What follows belongs to an exercise in optimizing a design on an open flow for a short achievable clock period and few clock cycles; a production flow would make more cautious choices. No run shown here included a check of the RTL's function; only the layout flow was run. Power and IR drop assume default switching activity.

## flow/config.mk

```make
export PLATFORM = sky130hd
export DESIGN_NAME = cpu
export DESIGN_NICKNAME = cpu
export VERILOG_FILES = /design/flow/design.v
export SDC_FILE = /design/flow/constraint.sdc
export NUM_CORES = 4
export LEC_CHECK = 0
export ABC_CLOCK_PERIOD_IN_PS = 3000
export CAP_MARGIN = 20
export CORE_MARGIN = 2
export CORE_UTILIZATION = 50
export PLACE_DENSITY = 0.7
export SETUP_SLACK_MARGIN = 3.0
export SLEW_MARGIN = 20
export TNS_END_PERCENT = 30
```

## flow/standard.sh

```bash
#!/bin/bash
# synth_recipe.tcl (not shown) runs the flow's synth.tcl, then flattens the netlist and writes it again
# the make line also repeats each setting of config.mk as NAME=value (left out here)
make -C /OpenROAD-flow-scripts/flow DESIGN_CONFIG=/design/flow/config.mk WORK_HOME=/design/flow/orfs CLKGATE_MAP_FILE= SYNTH_SCRIPT=/design/flow/synth_recipe.tcl "${@:-finish}"
```

## flow/flow/run.sh

```bash
#!/bin/bash
set -euo pipefail
bash standard.sh MATCH_CELL_FOOTPRINT=0 "BUFFER_PORTS_ARGS=-buffer_cell sky130_fd_sc_hd__buf_4" finish > flow_make.log 2>&1
```

## flow/design.v

```verilog
module cpu(clk,reset,o_mem_addr,o_mem_rd,i_mem_rddata,
		   o_mem_wr,o_mem_wrdata, i_mem_wait,i_mem_rddatavalid);
	input clk;
	input reset;
	input [15:0] i_mem_rddata;
	input i_mem_wait, i_mem_rddatavalid;
	output logic [15:0] o_mem_addr;
	output logic [15:0] o_mem_wrdata;
	output logic o_mem_wr;
	output logic o_mem_rd;
	integer k;
	logic [7:0][15:0] rf;
	logic [15:0] areg;      
	logic mq_v, mq_ld;
	logic [2:0] mq_dst;
	logic [15:0] mq_addr, mq_data;
	logic [1:0] qn;
	logic [2:0] q_ld, q_kill, q_pt;
	logic [2:0][2:0] q_dst;
	logic [2:0][15:0] q_pc, q_pcn, q_pr;
	wire [2:0] q_val = {qn == 2'd3, qn >= 2'd2, qn != 2'd0};
	wire h_ld = q_ld[0];
	wire h_kill = q_kill[0];
	wire h_pt = q_pt[0];
	wire [2:0] h_dst = q_dst[0];
	wire [15:0] h_pc = q_pc[0];
	wire [15:0] h_pcn = q_pcn[0];
	wire [15:0] h_pr = q_pr[0];
	logic [2:0] ibn;
	logic [3:0] ib_v;    
	logic [3:0] ib_pt, ib_w7, ib_fs;
	logic [3:0][15:0] ib_ins, ib_pc, ib_pcn, ib_tgt, ib_pr;
	logic [7:0] btb_v;
	logic [7:0][15:0] btb_tag;
	logic [7:0][15:0] btb_tgt;
	logic [2:0] btb_ptr;
	logic pv;
	logic [2:0] pd;
	logic [15:0] pa, pb;
	logic pci;
	wire [16:0] psum17 = {pa, 1'b1} + {pb, pci};    
	wire [15:0] psum = psum17[16:1];
	logic [15:0] fa, fb;
	logic fci;
	logic [15:0] ft, fu;    
	wire [16:0] fsum17 = {fa, 1'b1} + {fb, fci};
	wire [15:0] fsum = fsum17[16:1];
	wire fz = &(ft ~^ {fu[14:0], fci});
	wire fn = fsum[15];
	logic fok;    
	logic [15:0] oa;   
	logic ord, owr;    
	logic mok;    
	logic [1:0] nfr;  
	logic [7:0] bm;
	logic [15:0] btgt;
	always_comb begin
		btgt = 16'd0;
		for (k = 0; k < 8; k++) begin
			bm[k] = btb_v[k] & (btb_tag[k] == areg);
			btgt = btgt | ({16{bm[k]}} & btb_tgt[k]);
		end
	end
	wire bhit = |bm;
	wire [15:0] aseq = areg + 16'd2;
	wire [15:0] npred = bhit ? btgt : aseq;
	logic u_v, u_taken;
	logic [15:0] u_pc, u_bt;
	logic [7:0] xm, xw;
	always_comb
		for (k = 0; k < 8; k++)
			xm[k] = btb_v[k] & (btb_tag[k] == u_pc);
	wire xhit = |xm;
	always_comb
		for (k = 0; k < 8; k++)
			xw[k] = xhit ? xm[k] : (btb_ptr == k[2:0]);
	always_comb begin
		o_mem_addr = oa;
		o_mem_wrdata = mq_data;
		o_mem_rd = ~reset & ord;
		o_mem_wr = ~reset & owr;
	end
	wire acc = ~i_mem_wait;
	wire issue_m = mq_v & acc & (~mq_ld | mok);
	wire issue_f = ~mq_v & fok & acc;
	wire [15:0] ins = ib_ins[0];
	wire [15:0] pcn = ib_pcn[0];
	wire [4:0] op = ins[4:0];
	wire [2:0] rx = ins[7:5];
	wire [2:0] ry = ins[10:8];
	logic fw_rx, fw_ry;   
	wire [15:0] ra = fw_rx ? psum : rf[rx];
	wire [15:0] rb = fw_ry ? psum : rf[ry];
	wire [15:0] imm8s = {{8{ins[15]}}, ins[15:8]};
	wire is_br = op[3];
	wire is_ldst = ~op[3] & ~op[4] & op[2];
	wire is_mvhi = ~op[3] & op[4] & op[2];
	wire is_arith = ~op[3] & ~op[2] & (op[1:0] != 2'b00);
	wire taken = is_br & (op[2] | (op[1:0] == 2'b00) | (op[0] & fz) | (op[1] & fn));
	wire use_rx = ~(op[4] & op[3]);
	wire use_ry = ~op[4] & ~op[3];
	wire use_r7 = op[3] & op[2];
	logic [7:0] lp;
	wire hazard = (mq_v & is_ldst) | (use_rx & lp[rx]) | (use_ry & lp[ry]) | (use_r7 & lp[7]);
	wire go = ib_v[0] & ~hazard;
	logic pz;   
	wire ex_eq = pz & (pa == ib_pr[0]);
	logic [7:0] eqr;
	always_comb
		for (k = 0; k < 8; k++) eqr[k] = (rf[k] == ib_pr[0]);
	wire eq_ra = fw_rx ? ex_eq : eqr[rx];
	wire pt = ib_pt[0];
	wire [15:0] pr = ib_pr[0];
	wire [15:0] tgt = ib_tgt[0];
	wire [15:0] bt = op[4] ? tgt : ra;            
	wire pred_ok = taken ? (pt & (op[4] ? (pr == tgt) : eq_ra)) : ~pt;
	wire redirect = go & ~pred_ok;
	wire [15:0] actual = taken ? bt : pcn;
	wire [15:0] opb = op[4] ? imm8s : rb;
	wire [15:0] opb_x = op[1] ? ~opb : opb;
	wire rv = i_mem_rddatavalid & (qn != 2'd0);
	wire r_raw = rv & ~h_ld;
	wire r_ins = r_raw & ~h_kill & ~redirect;
	wire [4:0] r_op = i_mem_rddata[4:0];
	wire [2:0] r_rx = i_mem_rddata[7:5];
	wire r_jdir = r_op[4] & r_op[3] & (r_op[2] | (r_op[1:0] == 2'b00));
	wire r_jr7 = ~r_op[4] & r_op[3] & (r_op[2] | (r_op[1:0] == 2'b00)) & (r_rx == 3'd7);
	wire [15:0] r7v = rf[7];
	wire r7_pend = pv & (pd == 3'd7);
	logic r7_busy;
	always_comb begin
		r7_busy = lp[7];
		for (k = 0; k < 4; k++)
			if (ib_v[k] && ib_w7[k]) r7_busy = 1'b1;
	end
	wire r7_pred_ok = h_pt & (rf[7] == h_pr);
	logic fl_busy;
	always_comb begin
		fl_busy = 1'b0;
		for (k = 0; k < 4; k++)
			if (ib_v[k] && ib_fs[k]) fl_busy = 1'b1;
	end
	wire r_cond = r_op[4] & r_op[3] & ~r_op[2] & ~r_op[1] & r_op[0];
	wire r_taken = fz;
	wire dd_cond = r_cond & ~fl_busy & (r_taken ^ h_pt);
	wire dd_back = r_op[4] & r_op[3] & ~r_op[2] & (r_op[1] ^ r_op[0]) & (fl_busy | r_op[1]) & i_mem_rddata[15] & ~h_pt;
	wire r_fs = ~r_op[3] & ~(~r_op[4] & r_op[2]) & ~(r_op[4] & r_op[2]) & (r_op[1:0] != 2'b00);
	wire dd_dir = r_jdir & ~h_pt;
	wire dd_r7 = r_jr7 & ~r7_busy & ~r7_pend & ~r7_pred_ok;
	wire d_dir = r_ins & dd_dir;
	wire d_r7 = r_ins & dd_r7;
	wire d_cond = r_ins & dd_cond;
	wire d_back = r_ins & dd_back;
	wire d_redirect = d_dir | d_r7 | d_cond | d_back;
	wire [15:0] d_tgt = dd_r7 ? r7v : (dd_dir | dd_back | r_taken) ? r_tgt : r_pcn;
	wire r_w7 = (r_op[3] & r_op[2]) |
	            (~r_op[3] & (r_rx == 3'd7) & (r_op[1:0] != 2'b11 | r_op[2]) & ~(~r_op[4] & r_op[2] & r_op[0]));
	wire [15:0] r_boff = {{4{i_mem_rddata[15]}}, i_mem_rddata[15:5], 1'b0};
	wire [15:0] r_pcn = h_pcn;
	wire [12:0] r_lo = {1'b0, r_pcn[11:0]} + {1'b0, r_boff[11:0]};
	wire [3:0] r_hi0 = r_pcn[15:12];
	wire [3:0] r_hip = r_pcn[15:12] + 4'd1;
	wire [3:0] r_him = r_pcn[15:12] - 4'd1;
	wire r_sg = i_mem_rddata[15];
	wire [3:0] r_hi = (r_lo[12] & ~r_sg) ? r_hip : (~r_lo[12] & r_sg) ? r_him : r_hi0;
	wire [15:0] r_tgt = {r_hi, r_lo[11:0]};
	logic [2:0] ibn_t;
	logic [3:0] ib_vt;
	wire x_pw = is_br ? op[2] : (is_mvhi | (~is_ldst & (op[1:0] != 2'b11)));
	wire [2:0] x_pd = is_br ? 3'd7 : rx;
	wire [15:0] nx_ins = ib_v[1] ? ib_ins[1] : i_mem_rddata;
	logic mq_v_t;
	wire [15:0] areg_n = redirect ? actual : d_redirect ? d_tgt : issue_f ? npred : areg;
	wire mqv_n = (mq_v & ~issue_m) | (go & is_ldst);
	wire mqld_n = (go & is_ldst) ? ~op[0] : mq_ld;
	wire [15:0] mqa_n = (go & is_ldst) ? rb : mq_addr;
	wire fok_n = ~mqv_n & q_ok & (redirect ? nf_ok : le_ok);
	wire push = issue_f | (issue_m & mq_ld);
	wire [2:0] s1 = {1'b0, nfr} + ibn;    
	wire [2:0] s0 = {1'b0, nfr} + ibn - 3'd1;
	wire r_kill = r_raw & h_kill;
	wire le_ok0 = issue_f ? (r_kill ? (s1 <= 3'd3) : (s1 <= 3'd2)) : (r_kill ? (s1 <= 3'd4) : (s1 <= 3'd3));
	wire le_ok1 = issue_f ? (r_kill ? (s0 <= 3'd3) : (s0 <= 3'd2)) : (r_kill ? (s0 <= 3'd4) : (s0 <= 3'd3));
	wire le_ok = go ? le_ok1 : le_ok0;
	wire nf_ok = issue_f ? (r_raw ? (nfr <= 2'd2) : (nfr <= 2'd1)) : (r_raw | (nfr <= 2'd2));
	wire q_ok = push ? (rv ? (qn <= 2'd2) : (qn <= 2'd1)) : (rv | (qn <= 2'd2));
	always_ff @(posedge clk or posedge reset) begin
		if (reset) begin
			rf <= '0;
			areg <= 16'd0;
			mq_v <= 1'b0;
			fok <= 1'b1;
			oa <= 16'd0;
			lp <= 8'd0;
			ord <= 1'b1;
			owr <= 1'b0;
			mok <= 1'b1;
			nfr <= 2'd0;
			mq_ld <= 1'b0;
			mq_dst <= 3'd0;
			mq_addr <= 16'd0;
			mq_data <= 16'd0;
			qn <= 2'd0;
			q_ld <= '0;
			q_kill <= '0;
			q_pt <= '0;
			q_dst <= '0;
			q_pc <= '0;
			q_pcn <= '0;
			q_pr <= '0;
			ibn <= 3'd0;
			ib_v <= 4'd0;
			ib_pt <= '0;
			ib_w7 <= '0;
			ib_fs <= '0;
			ib_ins <= '0;
			ib_pc <= '0;
			ib_pcn <= '0;
			ib_tgt <= '0;
			ib_pr <= '0;
			btb_v <= '0;
			btb_ptr <= 3'd0;
			u_v <= 1'b0;
			u_taken <= 1'b0;
			u_pc <= 16'd0;
			u_bt <= 16'd0;
			pv <= 1'b0;
			pz <= 1'b1;
			fw_rx <= 1'b0;
			fw_ry <= 1'b0;
			pd <= 3'd0;
			pa <= 16'd0;
			pb <= 16'd0;
			pci <= 1'b0;
			fa <= 16'd1;  
			fb <= 16'd0;
			ft <= 16'd1;
			fu <= 16'd1;
			fci <= 1'b0;
		end else begin
			if (pv) rf[pd] <= psum;
			if (rv & h_ld) rf[h_dst] <= i_mem_rddata;
			for (k = 0; k < 8; k++)
				if (go & is_ldst & ~op[0] & (rx == k[2:0])) lp[k] <= 1'b1;
				else if (rv & h_ld & (h_dst == k[2:0])) lp[k] <= 1'b0;
			pv <= 1'b0;
			fw_rx <= go & x_pw & (x_pd == nx_ins[7:5]);
			fw_ry <= go & x_pw & (x_pd == nx_ins[10:8]);
			for (k = 0; k < 3; k++) begin
				if (push & (rv ? (qn == k[1:0] + 2'd1) : (qn == k[1:0]))) begin
					q_ld[k] <= ~issue_f;
					q_kill[k] <= 1'b0;
					q_dst[k] <= mq_dst;
					q_pc[k] <= areg;
					q_pcn[k] <= aseq;
					q_pr[k] <= npred;
					q_pt[k] <= bhit;
				end else if (rv && k < 2) begin
					q_ld[k] <= q_ld[k+1];
					q_kill[k] <= q_kill[k+1];
					q_dst[k] <= q_dst[k+1];
					q_pc[k] <= q_pc[k+1];
					q_pcn[k] <= q_pcn[k+1];
					q_pr[k] <= q_pr[k+1];
					q_pt[k] <= q_pt[k+1];
				end
			end
			qn <= qn + {1'b0, push} - {1'b0, rv};
			if (redirect | d_redirect) q_kill <= '1;
			if (issue_m) mq_v <= 1'b0;
			if (issue_f) areg <= npred;
			ibn_t = ibn;
			if (go) begin
				for (k = 0; k < 3; k++) begin
					ib_ins[k] <= ib_ins[k+1];
					ib_pt[k] <= ib_pt[k+1];
					ib_w7[k] <= ib_w7[k+1];
					ib_fs[k] <= ib_fs[k+1];
					ib_pc[k] <= ib_pc[k+1];
					ib_pcn[k] <= ib_pcn[k+1];
					ib_tgt[k] <= ib_tgt[k+1];
					ib_pr[k] <= ib_pr[k+1];
				end
				ibn_t = ibn - 3'd1;
			end
			for (k = 0; k < 4; k++)
				if (r_raw & (go ? (ib_v[k] & (k == 3 || !ib_v[(k+1)%4])) : (~ib_v[k] & (k == 0 || ib_v[(k+3)%4])))) begin
					ib_ins[k] <= i_mem_rddata;
					ib_pc[k] <= h_pc;
					ib_pcn[k] <= r_pcn;
					ib_tgt[k] <= r_tgt;
					ib_pr[k] <= (dd_dir | dd_r7 | dd_cond | dd_back) ? d_tgt : h_pr;
					ib_pt[k] <= dd_cond ? r_taken : (h_pt | dd_dir | dd_r7 | dd_back);
					ib_fs[k] <= r_fs;
					ib_w7[k] <= r_w7;
				end
			if (r_raw & ~h_kill) ibn_t = ibn_t + 3'd1;
			ibn <= redirect ? 3'd0 : ibn_t;
			ib_vt = go ? {1'b0, ib_v[3:1]} : ib_v;
			if (r_raw & ~h_kill) ib_vt = {ib_vt[2:0], 1'b1};
			ib_v <= redirect ? 4'd0 : ib_vt;
			nfr <= nfr + {1'b0, issue_f} - {1'b0, r_raw};
			mq_v_t = (mq_v & ~issue_m) | (go & is_ldst);
			fok <= ~mq_v_t & q_ok & (redirect ? nf_ok : le_ok);
			oa <= mqv_n ? mqa_n : areg_n;
			ord <= mqv_n ? (mqld_n & q_ok) : fok_n;
			owr <= mqv_n & ~mqld_n;
			mok <= q_ok;
			if (d_redirect) areg <= d_tgt;
			u_v <= go & is_br;
			u_taken <= taken;
			u_pc <= ib_pc[0];
			u_bt <= bt;
			if (u_v) begin
				for (k = 0; k < 8; k++)
					if (xw[k] & (u_taken | xhit)) begin
						btb_v[k] <= u_taken;
						btb_tag[k] <= u_pc;
						btb_tgt[k] <= u_bt;
					end
				if (u_taken & ~xhit) btb_ptr <= btb_ptr + 3'd1;
			end
			if (go) begin
				if (redirect) begin
					areg <= actual;
				end
				if (is_ldst) begin
					mq_v <= 1'b1;
					mq_ld <= ~op[0];
					mq_dst <= rx;
					mq_addr <= rb;
					mq_data <= ra;
				end
				pd <= rx;
				pb <= 16'd0;
				pci <= 1'b0;
				pz <= ~is_arith | is_br | is_ldst | is_mvhi;
				if (is_br) begin
					pa <= pcn;                      
					pd <= 3'd7;
					pv <= op[2];
				end else if (is_ldst) begin
					pa <= pcn;
				end else if (is_mvhi) begin
					pa <= {ins[15:8], ra[7:0]};
					pv <= 1'b1;
				end else if (!is_arith) begin
					pa <= op[4] ? imm8s : rb;       
					pv <= 1'b1;
				end else begin
					pa <= ra;                       
					pb <= opb_x;
					pci <= op[1];
					pv <= (op[1:0] != 2'b11);
					fa <= ra;
					fb <= opb_x;
					ft <= ra ^ opb_x;
					fu <= ra | opb_x;
					fci <= op[1];
				end
			end
		end
	end
endmodule
```

## flow/constraint.sdc

```tcl
create_clock -name core_clock -period 6.0 [get_ports {clk}]
set_input_delay 1.2000 -clock core_clock [delete_from_list [all_inputs] [get_ports {clk}]]
set_output_delay 1.2000 -clock core_clock [all_outputs]
set_load 0.01 [all_outputs]
```

==> flow_metrics.tcl, run 1 <==
set metrics [dict create \
    core_um2 114000 \
    worst_ep_arrival_time_ns 4.01 \
    finalNonFillerCells 7577 \
    p_leak_nw 30.0 \
    path_max_fanout 8 \
    synthSimpleGateAreaFrac_pct 14.8 \
    cts.sinks 1108 \
    synth.avg_cell_area_um2 10.3 \
    synth_fa_ha_area_share_pct 2.11 \
    rsz0062_at_grt "yes" \
    vias_per_cell 6.82 \
    grt_overflow 0 \
    fmax_mhz 299 \
    drcViolationCount 0 \
    die_y_um 342 \
    muxShareOfSynthArea_pct 7.03 \
    start_util_pct 50.2 \
    gp_congestion 1.05 \
    drive_above_1_share_pct 25.8 \
    powerDensity_nw_per_um2 611 \
    die_area_um2 117000 \
    grt_max_degree 169 \
    fillers 8557 \
    fp-row-count 124 \
    dpl.cell_count 6868 \
    cts_tree "yes" \
    grt_util_all_layers_pct 37.3 \
    io_pins 54 \
    antenna_left 0 \
    synthXorXnorAreaFrac_pct 8.03 \
    critical_path_class "flop to flop" \
    grt_pass1_wl_um 322000 \
    async_reset_ff_share_pct 76.9 \
    clock_path_buffers 3 \
    skew_ns 0.0618 \
    hold_viol_final 0 \
    start_kind "flop" \
    fin_tns_setup_ns 0 \
    syn-cell-area_um2 57300 \
    synth_compound_area_share_pct 13.8 \
    die_w_um 342 \
    synthesis.nets 5697 \
    root_buffer "clkbuf_16" \
    syn_to_final_growth_pct 25.3 \
    port_buffers 53 \
    slew_viol_final 0 \
    worstMarginPinSlew_ns 1.18 \
    ys_seq_area_share_pct 50.6 \
    synth-seq-cells 1108 \
    final_nets 6075 \
    clkLatencyLatePin_ns 0.77 \
    layout_common_cells "nand2_1 (947), dfrtp_1 (774), buf_4 (482)" \
    period_share_pct 55.7 \
    hold_slack_ns 0.375 \
    wl_per_cell_um 31.4 \
    cp_data_required_time_ns 6.67 \
    grt_pass1_vias 47000 \
    dp_hpwl_um 137000 \
    slew_headroom_pct 21.3 \
    period_minus_slack_ns 3.34 \
    synth_top_family_by_area "simple AND/OR/NAND/NOR gates" \
    antenna_found_initial 9 \
    final_common_cell "nand2_1" \
    ys_types 94 \
    setup_viol 0 \
    drt-total-wl_um 238000 \
    synth_edf_count 256 \
    worstHoldPathType "flop to flop" \
    maxCapViolations 0 \
    yosysWarningCount 8 \
    cts.htree.levels 3 \
    dr.first_iter.drc_count 8716 \
    ir_drop_mv 0.356 \
    synth_flop_cell "dfrtp_1" \
    numCtsBuffers 115 \
    worst_setup_path_end_kind "flop" \
    first_pass_iters 10 \
    vias 51700 \
    clkSlewWorstSetupHoldPaths_ns 0.07 \
    status "no timing/DRC/antenna violations" \
    synth_cells 5583 \
]
-- state kept, by name, indices dropped and copies added (netlist names), 45 cells and up --
register	count
btb_tag	128
ib_tgt	60
ib_pr	64
q_pc	45
ib_pc	64
q_pr	48
btb_tgt	128
ib_pcn	60
ib_ins	64
rf	128
q_pcn	48
-- path summary, 6_finish.rpt --
path / from / endpoint / slack, ns / depth (start not counted)
worst max-delay path: areg[3]$_DFF_PP0_ / oa[13]$_DFF_PP0_ / 2.66 / 10
worst min-delay path: ib_pc[13]$_DFFE_PP0P_ / u_pc[13]$_DFF_PP0_ / 0.37 / 0
worst max register to register: areg[3]$_DFF_PP0_ / oa[13]$_DFF_PP0_ / 2.66 / 10
worst min register to register: ib_pc[13]$_DFFE_PP0P_ / u_pc[13]$_DFF_PP0_ / 0.37 / 0
max in group asynchronous: reset / rf[8]$_DFF_PP0_ / 3.25 / 4
min in group asynchronous: reset / btb_v[5]$_DFFE_PP0P_ / 0.80 / 2
-- stage by stage --
| stage | setup slack [ns] | power [W] | utilization (%) | instance area, µm² |
|---|---|---|---|---|
| finish | 2.66 | 0.0439 | 63.0 | 71800 |
| global route | 2.59 | 0.0449 | 63.0 | 71800 |
| CTS | 2.85 | 0.0400 | 59.8 | 68100 |
| detailed placement | 1.13 | 0.0297 | 51.9 | 59200 |
| global placement | 1.22 | 0.0292 | 51.9 | 59200 |
| floorplan | -10.0 | 0.0228 | - | 57300 |
-- power breakdown --
| part | switching [W] | internal (W) | total, W |
|---|---|---|---|
| logic | 0.0133 | 0.00901 | 0.0223 |
| clock network | 0.00332 | 0.00420 | 0.00753 |
| registers | 0.00347 | 0.0105 | 0.0140 |
| total | 0.0201 | 0.0237 | 0.0439 |
-- cells in the mapped netlist (7+ instances only) --
cell / instances / area share, %
a31oi_1: 77 / 0.84
nand4_1: 87 / 0.95
o31ai_1: 21 / 0.28
a221o_1: 100 / 1.7
nor3_1: 37 / 0.32
and2_1: 37 / 0.40
nor2b_1: 17 / 0.19
a2111oi_0: 8 / 0.12
or3_1: 10 / 0.11
nand2_1: 956 / 6.3
a211oi_1: 27 / 0.35
buf_1: 30 / 0.20
clkbuf_1: 258 / 1.7
buf_2: 119 / 1.0
a21oi_1: 152 / 1.3
dfrtp_1: 845 / 37
xor2_1: 239 / 3.7
mux2i_1: 163 / 2.8
nand3_1: 180 / 1.6
a21o_1: 33 / 0.43
buf_4: 18 / 0.24
ha_1: 91 / 2.0
a211o_1: 8 / 0.12
nor3_2: 7 / 0.12
mux4_2: 68 / 2.7
edfxtp_1: 256 / 13
a22oi_1: 123 / 1.6
nor4b_1: 7 / 0.11
mux2_2: 75 / 1.5
o21ai_1: 17 / 0.15
o22ai_1: 31 / 0.34
a22o_1: 27 / 0.41
nor4_1: 66 / 0.72
and4_1: 9 / 0.14
and3_1: 137 / 1.5
nor2_1: 262 / 1.7
a32oi_1: 15 / 0.23
o211ai_1: 68 / 0.89
dfstp_2: 7 / 0.32
nand2b_1: 15 / 0.16
inv_1: 63 / 0.41
o21a_1: 21 / 0.28
xnor2_1: 286 / 4.4
o21ai_0: 390 / 3.4
-- area by class of cell --
cell class / count / area (µm²) / area share, %
antenna: 6 / 15.0 / 0.0209
clock buffer: 158 / 3250 / 4.53
clock inverter: 57 / 651 / 0.906
inverter: 68 / 283 / 0.394
multi-input combinational: 3997 / 29700 / 41.4
sequential: 1108 / 29200 / 40.6
tap: 1512 / 1890 / 2.63
timing repair buffer: 671 / 6820 / 9.50
-- repair_timing --
action                     4_1_cts  5_1_grt
pin swaps                      114      143
setup buffers                  241      190
resized for setup              557      336
cloned                          29       28
hold buffers                     0        0
setup endpoints to repair      969      836
-- per-layer routing --
metal	vias up	global-route usage, %	routed length [µm]
met3	1208	13.7	37600
met4	10	20.3	18600
met1	25200	49.5	83200
li1	20800	-	-
met5	-	0.0408	172
met2	4445	53.1	98300
-- cells by family (layout without fill, tap and decap cells) --
logic type | count (synthesis) | in the layout
multiplexers | 307 | 307
AO/OA/AOI/OAI | 1193 | 1198
other | 0 | 6
flip-flops | 1108 | 1108
buffers and inverters | 495 | 954
XOR/XNOR | 525 | 525
AND/OR/NAND/NOR | 1860 | 1872
adder cells (fa/ha/maj) | 95 | 95
-- worst max-delay path, stage by stage, from the launching register on --
cell      delay [ns]
dfrtp_2         0.46
buf_4           0.25
xnor2_1         0.40
nand3_1         0.26
nor3_4          0.37
and2_1          0.30
a22oi_1         0.15
and4b_1         0.30
nor3_1          0.29
o22ai_2         0.19
a211oi_1        0.26
==> inputs of run 2 (changes only) <==
==> flow/config.mk (replaced) <==
export PLATFORM = sky130hd
export DESIGN_NAME = cpu
export DESIGN_NICKNAME = cpu
export VERILOG_FILES = /design/flow/design.v
export SDC_FILE = /design/flow/constraint.sdc
export NUM_CORES = 4
export LEC_CHECK = 0
export ABC_CLOCK_PERIOD_IN_PS = 2000
export CAP_MARGIN = 20
export CORE_MARGIN = 2
export CORE_UTILIZATION = 40
export PLACE_DENSITY = 0.6
export SETUP_SLACK_MARGIN = 3.0
export SLEW_MARGIN = 20
export TNS_END_PERCENT = 30
==> run 2 against run 1 <==
Net effect:
- still clean on timing, DRC and antenna
- non-clock buffer count down 88
- clock skew down 0.0098 ns
- cell count up 3.9%
- highest routed layer unchanged
- sequential share of layout area up 0.071 points
- register-to-register slack better by 0.09 ns
==> flow_metrics.tcl, run 2 <==
set metrics [dict create \
    wl_per_cell_um 30.1 \
    start_kind "flop" \
    clkSlewWorstSetupHoldPaths_ns 0.07 \
    worstPathBufferInverterCount 1 \
    synthTopCellsByArea "dfrtp_1 (37%), edfxtp_1 (13%), nand2_1 (6.3%)" \
    worst_setup_path_end_kind "flop" \
    drcViolationCount 0 \
    slew_headroom_pct 26.1 \
    core_um2 142000 \
    cp_common_cell "mux2_4" \
    netlist_top_cells_count "nand2_1 (956), dfrtp_1 (845), o21ai_0 (390)" \
    fin_tns_setup_ns 0 \
    worstMarginPinSlew_ns 1.10 \
    synth_top_area_cell "dfrtp_1" \
    final_util_pct 50.5 \
    drive_above_1_share_pct 24.9 \
    powerDensity_nw_per_um2 610 \
    synth.avg_cell_area_um2 10.3 \
    path_max_fanout 8 \
    synth_cells 5583 \
    hold_slack_ns 0.374 \
    cts_tree "yes" \
    critical_path_class "flop to flop" \
    post-synth-top-count-cell "nand2_1" \
    yosysWarningCount 8 \
    holdPathEnd "u_pc[9]$_DFF_PP0_" \
    status "no timing/DRC/antenna violations" \
    cp_cell_sequence "xor2_1, nor4_1, nand4_1, a221oi_2, o21ai_2, a21o_4, o21a_4, buf_4, mux2_4, mux2_4" \
    largestRegisters "btb_tag: 128 flops, btb_tgt: 128 flops, rf: 128 flops" \
    vias 49000 \
    slew_viol_final 0 \
    fillers 12600 \
    design_area_um2 71700 \
    internal-power_w 0.0239 \
    fmax_mhz 308 \
    async_reset_ff_share_pct 76.9 \
    finalPower_w 0.0437 \
    rsz0062_at_grt "yes" \
    synth_edf_count 256 \
    syn_to_final_growth_pct 25.1 \
    die_area_um2 146000 \
    whs_path_depth 0 \
    synth_flop_cell "dfrtp_1" \
    netSwitchingPower_w 0.0197 \
    worstHoldPathType "flop to flop" \
    vias_per_cell 6.22 \
    first_pass_iters 7 \
    cp_data_required_time_ns 6.63 \
    cts.sinks 1108 \
    r2r_end "oa[0]$_DFF_PP0_" \
    hold_viol_final 0 \
    syn-cell-area_um2 57300 \
    grt_max_degree 178 \
    grt_util_all_layers_pct 31.1 \
    switching_share_pct 45.2 \
    worst-path-stages 10 \
    setup_viol 0 \
    hold_start "ib_pc[9]$_DFFE_PP0P_" \
    cp_slowest_stage_delay_ns 0.53 \
    skew_ns 0.0521 \
    synthesis.nets 5697 \
    root_buffer "clkbuf_16" \
    crit_slowest_cell "dfrtp_2" \
    dr.first_iter.drc_count 6692 \
    clock_path_buffers 3 \
    gp_congestion 1.05 \
    netlist.area_leader.share_pct 36.9 \
    grt_overflow 0 \
    layout_common_cells "nand2_1 (945), dfrtp_1 (765), buf_4 (440)" \
    regToRegSetupSlack_ns 2.75 \
    period_minus_slack_ns 3.25 \
    start_util_pct 40.4 \
    comb_power_share_pct 49.4 \
    p_seq_share_pct 32.4 \
    dp_hpwl_um 149000 \
    grt_pass1_wl_um 333000 \
    io_pins 54 \
    ir_drop_mv 0.391 \
    final_common_cell "nand2_1" \
    hold_buffers 0 \
    worst_ep_arrival_time_ns 3.88 \
    die_w_um 382 \
    cp_top_family "compound AO/OA/AOI/OAI gates" \
    fp-row-count 138 \
    antenna_found_initial 9 \
    antenna_left 0 \
    r2r-start "ib_pr[13]$_DFFE_PP0P_" \
    synth-seq-cells 1108 \
    final_nets 5989 \
    drt-total-wl_um 237000 \
    numCtsBuffers 120 \
    reg2reg_depth 10 \
    ys_types 94 \
    clkLatencyLatePin_ns 0.77 \
    ys_seq_area_share_pct 50.6 \
    grt_pass1_vias 45600 \
    clkPwrFrac_pct 18.2 \
    die_y_um 382 \
    period_share_pct 54.2 \
    dpl_cell_area_um2 59800 \
    p_leak_nw 29.6 \
    port_buffers 53 \
    cts.htree.levels 3 \
    maxCapViolations 0 \
]
==> run 2: cell counts after synthesis <==
Identical to the previous run, type by type.
==> run 2: layout make-up <==
type	count	area [µm²]	area share, %
Multi-Input combinational cell	3994	29800	41.5
Timing Repair Buffer	583	5860	8.17
Clock inverter	48	681	0.950
Tap cell	1890	2360	3.30
Antenna cell	4	10.0	0.0140
Inverter	68	293	0.409
Clock buffer	177	3520	4.91
Sequential cell	1108	29200	40.7
==> run 2: per-layer routing <==
layer / up-vias / GRT usage [%] / wire length [µm]
met4: 4 / 13.8 / 12500
met2: 3071 / 45.0 / 100000
li1: 20600 / - / -
met5: - / 0 / 26
met3: 611 / 8.92 / 29000
met1: 24700 / 43.2 / 94800
==> run 2: cells by family after synthesis <==
kind of cell	count (synthesis)	synth area share, %
AND/OR/NAND/NOR	1860	14.8
AO/OA/AOI/OAI	1193	13.8
flip-flops	1108	50.6
XOR/XNOR	525	8.03
buffers and inverters	495	3.64
multiplexers	307	7.03
adder cells (fa/ha/maj)	95	2.11
==> run 2: power by group through the flow <==
| stage | clock [W] | sequential [W] | combinational, W |
|---|---|---|---|
| global route | 0.00832 | 0.0143 | 0.0226 |
| global placement | 0 | 0.0141 | 0.0157 |
| CTS | 0.00799 | 0.0139 | 0.0190 |
| floorplan | 0 | 0.0121 | 0.0107 |
| detailed placement | 0 | 0.0142 | 0.0159 |
| finish | 0.00793 | 0.0142 | 0.0216 |
==> run 2: worst max path at each step <==
stage,from,endpoint
after floorplan,reset,btb_tag[112]$_DFFE_PP_
after global placement,i_mem_rddata[11],oa[10]$_DFF_PP0_
after detailed placement,i_mem_rddata[11],oa[10]$_DFF_PP0_
after CTS,pd[0]$_DFFE_PP0P_,rf[110]$_DFF_PP0_
after global routing,ib_pr[0]$_DFFE_PP0P_,oa[0]$_DFF_PP0_
final,ib_pr[13]$_DFFE_PP0P_,oa[0]$_DFF_PP0_
==> run 2: timing repair <==
action                     CTS  global route
buffers inserted           212           134
cloned                      25            15
gates resized for setup    591           278
setup endpoints to repair  971           842
pin swaps                  100           126
==> run 2: per-stage QoR <==
step                      setup slack [ns]  cells
after floorplan                      -10.0   5583
after global placement                1.14   7256
after detailed placement              1.16   7256
after CTS                             2.80   7718
after global routing                  2.75   7871
final                                 2.75   7872
==> inputs of run 3 (changes only) <==
==> flow/config.mk (replaced) <==
export PLATFORM = sky130hd
export DESIGN_NAME = cpu
export DESIGN_NICKNAME = cpu
export VERILOG_FILES = /design/flow/design.v
export SDC_FILE = /design/flow/constraint.sdc
export NUM_CORES = 4
export LEC_CHECK = 0
export ABC_CLOCK_PERIOD_IN_PS = 3000
export CAP_MARGIN = 20
export CORE_MARGIN = 2
export CORE_UTILIZATION = 40
export PLACE_DENSITY = 0.6
export SETUP_SLACK_MARGIN = 3.2
export SLEW_MARGIN = 20
export TNS_END_PERCENT = 100
==> run 3 against run 2 <==
Net effect:
- final area increased by 13%
- area after synthesis unchanged
- sequential share of layout area decreased by 4.5 points
- worst setup slack got worse by 0.13 ns
- critical path type unchanged
- critical endpoint is now oa[6]$_DFF_PP0_
==> flow_metrics.tcl, run 3 <==
set metrics [dict create \
    status "no timing/DRC/antenna violations" \
    cp_cell_sequence "buf_4, xnor2_1, nand4_1, nor4_1, o21ai_0, a21o_1, o21a_4, buf_12, buf_6, a211o_4, a41oi_2" \
    fp-row-count 138 \
    route.met3.wl_um 39700 \
    fillers 11300 \
    start_kind "flop" \
    netlist.area_leader.share_pct 36.9 \
    clock_path_buffers 3 \
    fin_tns_setup_ns 0 \
    async_reset_ff_share_pct 76.9 \
    drive_above_1_share_pct 37.8 \
    root_buffer "clkbuf_16" \
    final_nets 6317 \
    die_area_um2 146000 \
    fmax_mhz 296 \
    synthesis.nets 5697 \
    regToRegSetupSlack_ns 2.62 \
    clkSlewWorstSetupHoldPaths_ns 0.07 \
    first_pass_iters 6 \
    slew_headroom_pct 27.0 \
    cts.htree.levels 3 \
    synth_edf_count 256 \
    p_leak_nw 33.0 \
    ir_drop_mv 0.353 \
    netlist_top_cells_count "nand2_1 (956), dfrtp_1 (845), o21ai_0 (390)" \
    wl_per_cell_um 33.7 \
    worst_ep_arrival_time_ns 4.09 \
    worstHoldPathType "flop to flop" \
    synth_flop_cell "dfrtp_1" \
    port_buffers 53 \
    syn_to_final_growth_pct 41.0 \
    period_share_pct 56.3 \
    grt_util_all_layers_pct 34.5 \
    reg2reg_depth 11 \
    cp_slowest_stage_delay_ns 0.58 \
    grt_max_degree 178 \
    io_pins 54 \
    worst_setup_path_end_kind "flop" \
    cp_data_required_time_ns 6.71 \
    antenna_found_initial 16 \
    worstSetupStartpoint "ib_pr[7]$_DFFE_PP0P_" \
    powerDensity_nw_per_um2 617 \
    syn-cell-area_um2 57300 \
    numCtsBuffers 120 \
    dr.first_iter.drc_count 8133 \
    core_um2 142000 \
    synth-seq-cells 1108 \
    setup_viol 0 \
    synth_cells 5583 \
    rsz0062_at_grt "yes" \
    drcViolationCount 0 \
    slew_viol_final 0 \
    r2r_end "oa[6]$_DFF_PP0_" \
    post-synth-top-count-cell "nand2_1" \
    final_common_cell "nand2_1" \
    ys_types 94 \
    gp_congestion 1.05 \
    die_w_um 382 \
    path_max_fanout 9 \
    hold_slack_ns 0.378 \
    met2_length_um 114000 \
    cts_tree "yes" \
    critical_path_class "flop to flop" \
    grt_pass1_vias 49300 \
    synth_top_area_cell "dfrtp_1" \
    dp_hpwl_um 149000 \
    largestRegisters "btb_tag: 128 flops, btb_tgt: 128 flops, rf: 128 flops" \
    start_util_pct 40.4 \
    layout_common_cells "nand2_1 (772), dfrtp_1 (756), buf_4 (437)" \
    crit_slowest_cell "dfrtp_4" \
    grt_pass1_wl_um 366000 \
    die_y_um 382 \
    grt_overflow 0 \
    r2r-start "ib_pr[7]$_DFFE_PP0P_" \
    cts.sinks 1108 \
    worstMarginPinSlew_ns 1.09 \
    synth.avg_cell_area_um2 10.3 \
    period_minus_slack_ns 3.38 \
    skew_ns 0.0912 \
    wl_met1_um 101000 \
    cp-endpoint "oa[6]$_DFF_PP0_" \
    yosysWarningCount 8 \
    ys_seq_area_share_pct 50.6 \
    vias 53500 \
    clkLatencyLatePin_ns 0.84 \
    antenna_left 0 \
    drt-total-wl_um 276000 \
    maxCapViolations 0 \
    vias_per_cell 6.52 \
    hold_viol_final 0 \
    synthTopCellsByArea "dfrtp_1 (37%), edfxtp_1 (13%), nand2_1 (6.3%)" \
    top_layer "met5" \
]
==> run 3: cell counts after synthesis <==
Identical to the previous run, type by type.
==> run 3: timing repair <==
item	in CTS	in global routing
setup endpoints to repair	982	920
hold buffers	0	0
cloned	126	43
setup buffers	367	179
resized for setup	1352	770
pin swaps	374	406
==> run 3: layout make-up <==
class | count | area [µm²] | area share [%]
timing repair inverter | 2 | 16.3 | 0.0201
multi-input combinational | 4010 | 33400 | 41.4
inverter | 68 | 302 | 0.373
timing repair buffer | 893 | 11200 | 13.9
antenna | 8 | 20.0 | 0.0248
sequential | 1108 | 29200 | 36.1
tap | 1890 | 2360 | 2.93
clock inverter | 48 | 681 | 0.843
clock buffer | 177 | 3520 | 4.36
==> run 3: worst min path at each step <==
stage / from / end / cells after the start
after floorplan: ib_pc[10]$_DFFE_PP0P_ / u_pc[10]$_DFF_PP0_ / 0
after global placement: ib_pc[13]$_DFFE_PP0P_ / u_pc[13]$_DFF_PP0_ / 0
after detailed placement: ib_pc[11]$_DFFE_PP0P_ / u_pc[11]$_DFF_PP0_ / 0
after CTS: ib_pc[4]$_DFFE_PP0P_ / u_pc[4]$_DFF_PP0_ / 0
after global routing: ib_pc[14]$_DFFE_PP0P_ / u_pc[14]$_DFF_PP0_ / 0
final: ib_pc[12]$_DFFE_PP0P_ / u_pc[12]$_DFF_PP0_ / 0
==> run 3: logic make-up after synthesis <==
logic type / share of synthesized area (%)
adders and majority gates: 2.11
xor gates and xnor gates: 8.03
buffers and inverters: 3.64
DFF: 50.6
AOI/OAI and AO/OA: 13.8
muxes: 7.03
and+or+nand+nor: 14.8
==> run 3: metal layers <==
metal,global-route usage (%),up-vias
li1,-,21400
met5,0,-
met1,45.6,26700
met2,49.6,4289
met3,11.8,1155
met4,18.8,22
==> run 3: report_power, final <==
| part | switching [W] | internal, W | total [W] |
|---|---|---|---|
| Sequential | 0.00401 | 0.0105 | 0.0146 |
| Combinational | 0.0155 | 0.0117 | 0.0273 |
| Clock | 0.00339 | 0.00463 | 0.00802 |
==> run 3: critical path, delay by kind of cell, from the launching register on <==
kind,cells,cell delay [ns]
flops,1,0.58
buf+inv,3,0.48
simple gates,2,0.52
xor+xnor,1,0.32
compound gates,5,1.32
==> run 3: stage by stage <==
stage | area (µm²) | util, % | total power (W) | cells | setup slack [ns]
6_report | 80800 | 56.9 | 0.0498 | 8204 | 2.62
5_1_grt | 80700 | 56.9 | 0.0509 | 8201 | 2.69
4_1_cts | 75100 | 52.9 | 0.0442 | 7974 | 2.82
3_5_place_dp | 59800 | 42.1 | 0.0300 | 7256 | 1.16
3_3_place_gp | 59800 | 42.1 | 0.0298 | 7256 | 1.14
2_1_floorplan | 57300 | - | 0.0228 | 5583 | -10.0
==> inputs of run 4 (changes only) <==
--- a/flow/design.v
+++ b/flow/design.v
@@ -28,7 +28,7 @@
 	wire [15:0] h_pr = q_pr[0];
 	logic [2:0] ibn;
 	logic [3:0] ib_v;    
-	logic [3:0] ib_pt, ib_w7, ib_fs;
+	logic [3:0] ib_pt, ib_w7, ib_fs, ib_pit;   
 	logic [3:0][15:0] ib_ins, ib_pc, ib_pcn, ib_tgt, ib_pr;
 	logic [7:0] btb_v;
 	logic [7:0][15:0] btb_tag;
@@ -113,7 +113,7 @@
 	wire [15:0] pr = ib_pr[0];
 	wire [15:0] tgt = ib_tgt[0];
 	wire [15:0] bt = op[4] ? tgt : ra;            
-	wire pred_ok = taken ? (pt & (op[4] ? (pr == tgt) : eq_ra)) : ~pt;
+	wire pred_ok = taken ? (pt & (op[4] ? ib_pit[0] : eq_ra)) : ~pt;
 	wire redirect = go & ~pred_ok;
 	wire [15:0] actual = taken ? bt : pcn;
 	wire [15:0] opb = op[4] ? imm8s : rb;
@@ -213,6 +213,7 @@
 			ib_pt <= '0;
 			ib_w7 <= '0;
 			ib_fs <= '0;
+			ib_pit <= '0;
 			ib_ins <= '0;
 			ib_pc <= '0;
 			ib_pcn <= '0;
@@ -276,6 +277,7 @@
 					ib_pt[k] <= ib_pt[k+1];
 					ib_w7[k] <= ib_w7[k+1];
 					ib_fs[k] <= ib_fs[k+1];
+					ib_pit[k] <= ib_pit[k+1];
 					ib_pc[k] <= ib_pc[k+1];
 					ib_pcn[k] <= ib_pcn[k+1];
 					ib_tgt[k] <= ib_tgt[k+1];
@@ -292,6 +294,8 @@
 					ib_pr[k] <= (dd_dir | dd_r7 | dd_cond | dd_back) ? d_tgt : h_pr;
 					ib_pt[k] <= dd_cond ? r_taken : (h_pt | dd_dir | dd_r7 | dd_back);
 					ib_fs[k] <= r_fs;
+					ib_pit[k] <= (dd_dir | dd_back) ? 1'b1 :
+					             dd_cond ? (r_taken | (i_mem_rddata[15:5] == 11'd0)) : (h_pr == r_tgt);
 					ib_w7[k] <= r_w7;
 				end
 			if (r_raw & ~h_kill) ibn_t = ibn_t + 3'd1;
--- a/flow/config.mk
+++ b/flow/config.mk
@@ -10,6 +10,6 @@
 export CORE_MARGIN = 2
 export CORE_UTILIZATION = 40
 export PLACE_DENSITY = 0.6
-export SETUP_SLACK_MARGIN = 3.2
+export SETUP_SLACK_MARGIN = 3.0
 export SLEW_MARGIN = 20
-export TNS_END_PERCENT = 100
+export TNS_END_PERCENT = 30
==> run 4 against run 3 <==
Net effect:
- critical endpoint is now oa[5]$_DFF_PP0_
- clock power decreased by 2%
- worst setup slack worse by 0.034 ns
- critical path depth is the same
- utilization fell by 6.5 points
- largest cell class unchanged
- cell count fell by 2.3%
- die area grew 1.4%
- maximum frequency decreased by 0.98%
- area after synthesis rose by 1.4%
- combinational power fell by 15%
- sequential cell count grew 4
- wire length is 14% lower
==> flow_metrics.tcl, run 4 <==
set metrics [dict create \
    drive_above_1_share_pct 24.5 \
    p_leak_nw 29.8 \
    fmax_mhz 293 \
    hold_slack_ns 0.370 \
    synth_edf_count 256 \
    largestRegisters "btb_tag: 128 flops, btb_tgt: 128 flops, rf: 128 flops" \
    slew_viol_final 0 \
    async_reset_ff_share_pct 77.0 \
    syn-cell-area_um2 58100 \
    synth-seq-cells 1112 \
    grt_overflow 0 \
    wl_per_cell_um 29.7 \
    ys_seq_area_share_pct 50.1 \
    switching_share_pct 46.2 \
    start_util_pct 40.4 \
    period_share_pct 56.9 \
    io_pins 54 \
    grt_pass1_vias 46800 \
    skew_ns 0.101 \
    drcViolationCount 0 \
    worstMarginPinSlew_ns 1.29 \
    rsz0062_at_grt "yes" \
    path_max_fanout 31 \
    port_buffers 53 \
    internal-power_w 0.0245 \
    synthTopCellsByArea "dfrtp_1 (37%), edfxtp_1 (13%), nand2_1 (7.0%)" \
    post-synth-top-count-cell "nand2_1" \
    setup_viol 0 \
    antenna_left 0 \
    die_w_um 385 \
    cts_tree "yes" \
    worst_ep_arrival_time_ns 4.10 \
    dpl_cell_area_um2 60600 \
    cts.htree.levels 3 \
    fin_tns_setup_ns 0 \
    yosysWarningCount 8 \
    ys_types 94 \
    layout_common_cells "nand2_1 (1068), dfrtp_1 (770), buf_4 (387)" \
    critical_path_class "flop to flop" \
    synth_cells 5753 \
    design_area_um2 72500 \
    netlist.area_leader.share_pct 36.6 \
    grt_pass1_wl_um 339000 \
    core_um2 144000 \
    final_nets 6117 \
    vias_per_cell 6.26 \
    cp_data_required_time_ns 6.68 \
    vias 50200 \
    clkLatencyLatePin_ns 0.81 \
    slew_headroom_pct 13.7 \
    netlist_top_cells_count "nand2_1 (1078), dfrtp_1 (849), xnor2_1 (433)" \
    period_minus_slack_ns 3.41 \
    worst_setup_path_end_kind "flop" \
    comb_power_share_pct 50.7 \
    die_area_um2 148000 \
    antenna_found_initial 9 \
    cts.sinks 1112 \
    numCtsBuffers 120 \
    status "no timing/DRC/antenna violations" \
    synthesis.nets 5867 \
    ir_drop_mv 0.461 \
    p_seq_share_pct 32.1 \
    netSwitchingPower_w 0.0211 \
    grt_max_degree 140 \
    root_buffer "clkbuf_16" \
    final_common_cell "nand2_1" \
    fillers 12700 \
    dp_hpwl_um 153000 \
    synth_flop_cell "dfrtp_1" \
    powerDensity_nw_per_um2 629 \
    syn_to_final_growth_pct 24.8 \
    synth_top_area_cell "dfrtp_1" \
    clkSlewWorstSetupHoldPaths_ns 0.06 \
    start_kind "flop" \
    grt_util_all_layers_pct 31.3 \
    fp-row-count 139 \
    clkPwrFrac_pct 17.1 \
    gp_congestion 1.04 \
    dr.first_iter.drc_count 6768 \
    worstHoldPathType "flop to flop" \
    maxCapViolations 0 \
    drt-total-wl_um 238000 \
    die_y_um 385 \
    first_pass_iters 7 \
    synth.avg_cell_area_um2 10.1 \
    clock_path_buffers 3 \
    hold_viol_final 0 \
]
## run 4: changes by cell type in the layout (fill, tap and decap cells not counted), sizes merged, moves of 23 or more
cell and delta:
buf -294, xor2 -157, xnor2 +147, nand2 +110, clkbuf -81, nand4 +57, nand3 -41, and2 +39
a32oi +33, mux2 -26, and3 -23, nor2 -23
## run 4: path summary, 6_finish.rpt
check | start | to | slack [ns] | depth (start not counted)
setup / recovery | ib_ins[6]$_DFFE_PP0P_ | oa[5]$_DFF_PP0_ | 2.59 | 11
setup reg to reg | ib_ins[6]$_DFFE_PP0P_ | oa[5]$_DFF_PP0_ | 2.59 | 11
min in group asynchronous | reset | btb_v[7]$_DFFE_PP0P_ | 0.60 | 2
hold reg to reg | ib_pc[7]$_DFFE_PP0P_ | u_pc[7]$_DFF_PP0_ | 0.37 | 0
max in group asynchronous | reset | u_pc[10]$_DFF_PP0_ | 3.42 | 4
hold / removal | ib_pc[7]$_DFFE_PP0P_ | u_pc[7]$_DFF_PP0_ | 0.37 | 0
## run 4: cell families (layout without fill, tap and decap cells)
| family | count (synthesis) | count (layout) | share of synthesized area, % |
|---|---|---|---|
| flops | 1112 | 1112 | 50.1 |
| xor+xnor | 517 | 517 | 7.84 |
| mux | 292 | 292 | 6.62 |
| buf+inv | 485 | 821 | 3.45 |
| fa+ha+maj | 95 | 95 | 2.08 |
| other cells | 0 | 5 | 0 |
| compound gates | 1240 | 1244 | 14.2 |
| simple gates | 2012 | 2029 | 15.7 |
## run 4: timing repair
action,CTS,global route
gates cloned,37,9
pin swaps,158,89
setup endpoints to repair,977,882
resized for setup,698,279
buffers inserted,209,95
hold buffers,0,0
## run 4: power by group through the flow
stage | registers (W) | clock network [W] | logic [W]
2_1_floorplan | 0.0121 | 0 | 0.0121
3_3_place_gp | 0.0145 | 0 | 0.0170
3_5_place_dp | 0.0146 | 0 | 0.0172
4_1_cts | 0.0144 | 0.00787 | 0.0209
5_1_grt | 0.0148 | 0.00820 | 0.0244
6_report | 0.0147 | 0.00782 | 0.0231
## run 4: area by class of cell
| type | count | area (µm²) | share of cell area [%] |
|---|---|---|---|
| antenna | 5 | 12.5 | 0.0173 |
| sequential | 1112 | 29300 | 40.4 |
| clock inverter | 67 | 772 | 1.06 |
| clock buffer | 162 | 3420 | 4.72 |
| multi-input combinational | 4177 | 30900 | 42.6 |
| tap | 1903 | 2380 | 3.28 |
| inverter | 59 | 238 | 0.328 |
| timing repair buffer | 533 | 5540 | 7.64 |
## run 4: critical path, stage by stage, from the launching register on
cell	delay, ns
dfrtp_4	0.47
buf_4	0.13
buf_6	0.33
mux4_2	0.41
mux2i_1	0.49
nor2_1	0.12
a21oi_2	0.31
o21ai_0	0.24
mux2i_1	0.36
nand2_1	0.16
o22ai_4	0.21
a21oi_2	0.06
## run 4: per-layer routing
layer | routed length, µm | share of wire [%] | track usage (%)
met1 | 97500 | 41 | 44.4
met2 | 99900 | 42 | 44.5
met3 | 30400 | 13 | 9.85
met4 | 10500 | 4.4 | 11.8
met5 | 69 | 0.029 | 0
## run 4: metrics by stage
stage	utilization (%)	worst slack [ns]	power (W)	instances
after floorplan	-	-9.78	0.0242	5753
after global placement	42.1	1.19	0.0315	7431
after detailed placement	42.1	1.18	0.0318	7433
after CTS	48.8	2.81	0.0432	7908
after global routing	50.4	2.56	0.0474	8017
final	50.4	2.59	0.0456	8018

## separate check: timing with driven ports
The results above use ideal ports. As a check the final layouts listed here were re-extracted and re-timed, cells and wires unchanged.
Step 1: set_driving_cell puts a clkbuf_16 on clk and a buf_2 on each other input, an assumption about the parent block.
Step 2, shift: input delay + t, output delay - t, t = (earliest + latest rising clock arrival at the registers) / 2. This alone moves slack from input paths to output paths.
a / b / c = ideal ports / drivers / drivers and shift; a / b = the first two.
| run | t (ns) | setup WS [ns] | hold WS [ns] | slew at the worst register clock pin (ns) |
|---|---|---|---|---|
| run 1 | 0.831 | 2.658 / 2.634 / 1.803 | 0.375 / 0.375 / 0.375 | 0.07 / 0.07 |
| run 2 | 0.821 | 2.750 / 2.718 / 1.898 | 0.374 / 0.374 / 0.374 | 0.07 / 0.07 |
| run 3 | 0.885 | 2.621 / 2.621 / 1.829 | 0.378 / 0.378 / 0.378 | 0.07 / 0.07 |
| run 4 | 0.847 | 2.587 / 2.587 / 1.953 | 0.370 / 0.370 / 0.370 | 0.07 / 0.07 |
After both steps setup and hold are still met in every run listed. The setup slack of run 1, which loses most, moves by -0.024 ns with the drivers and by -0.855 ns with both steps.
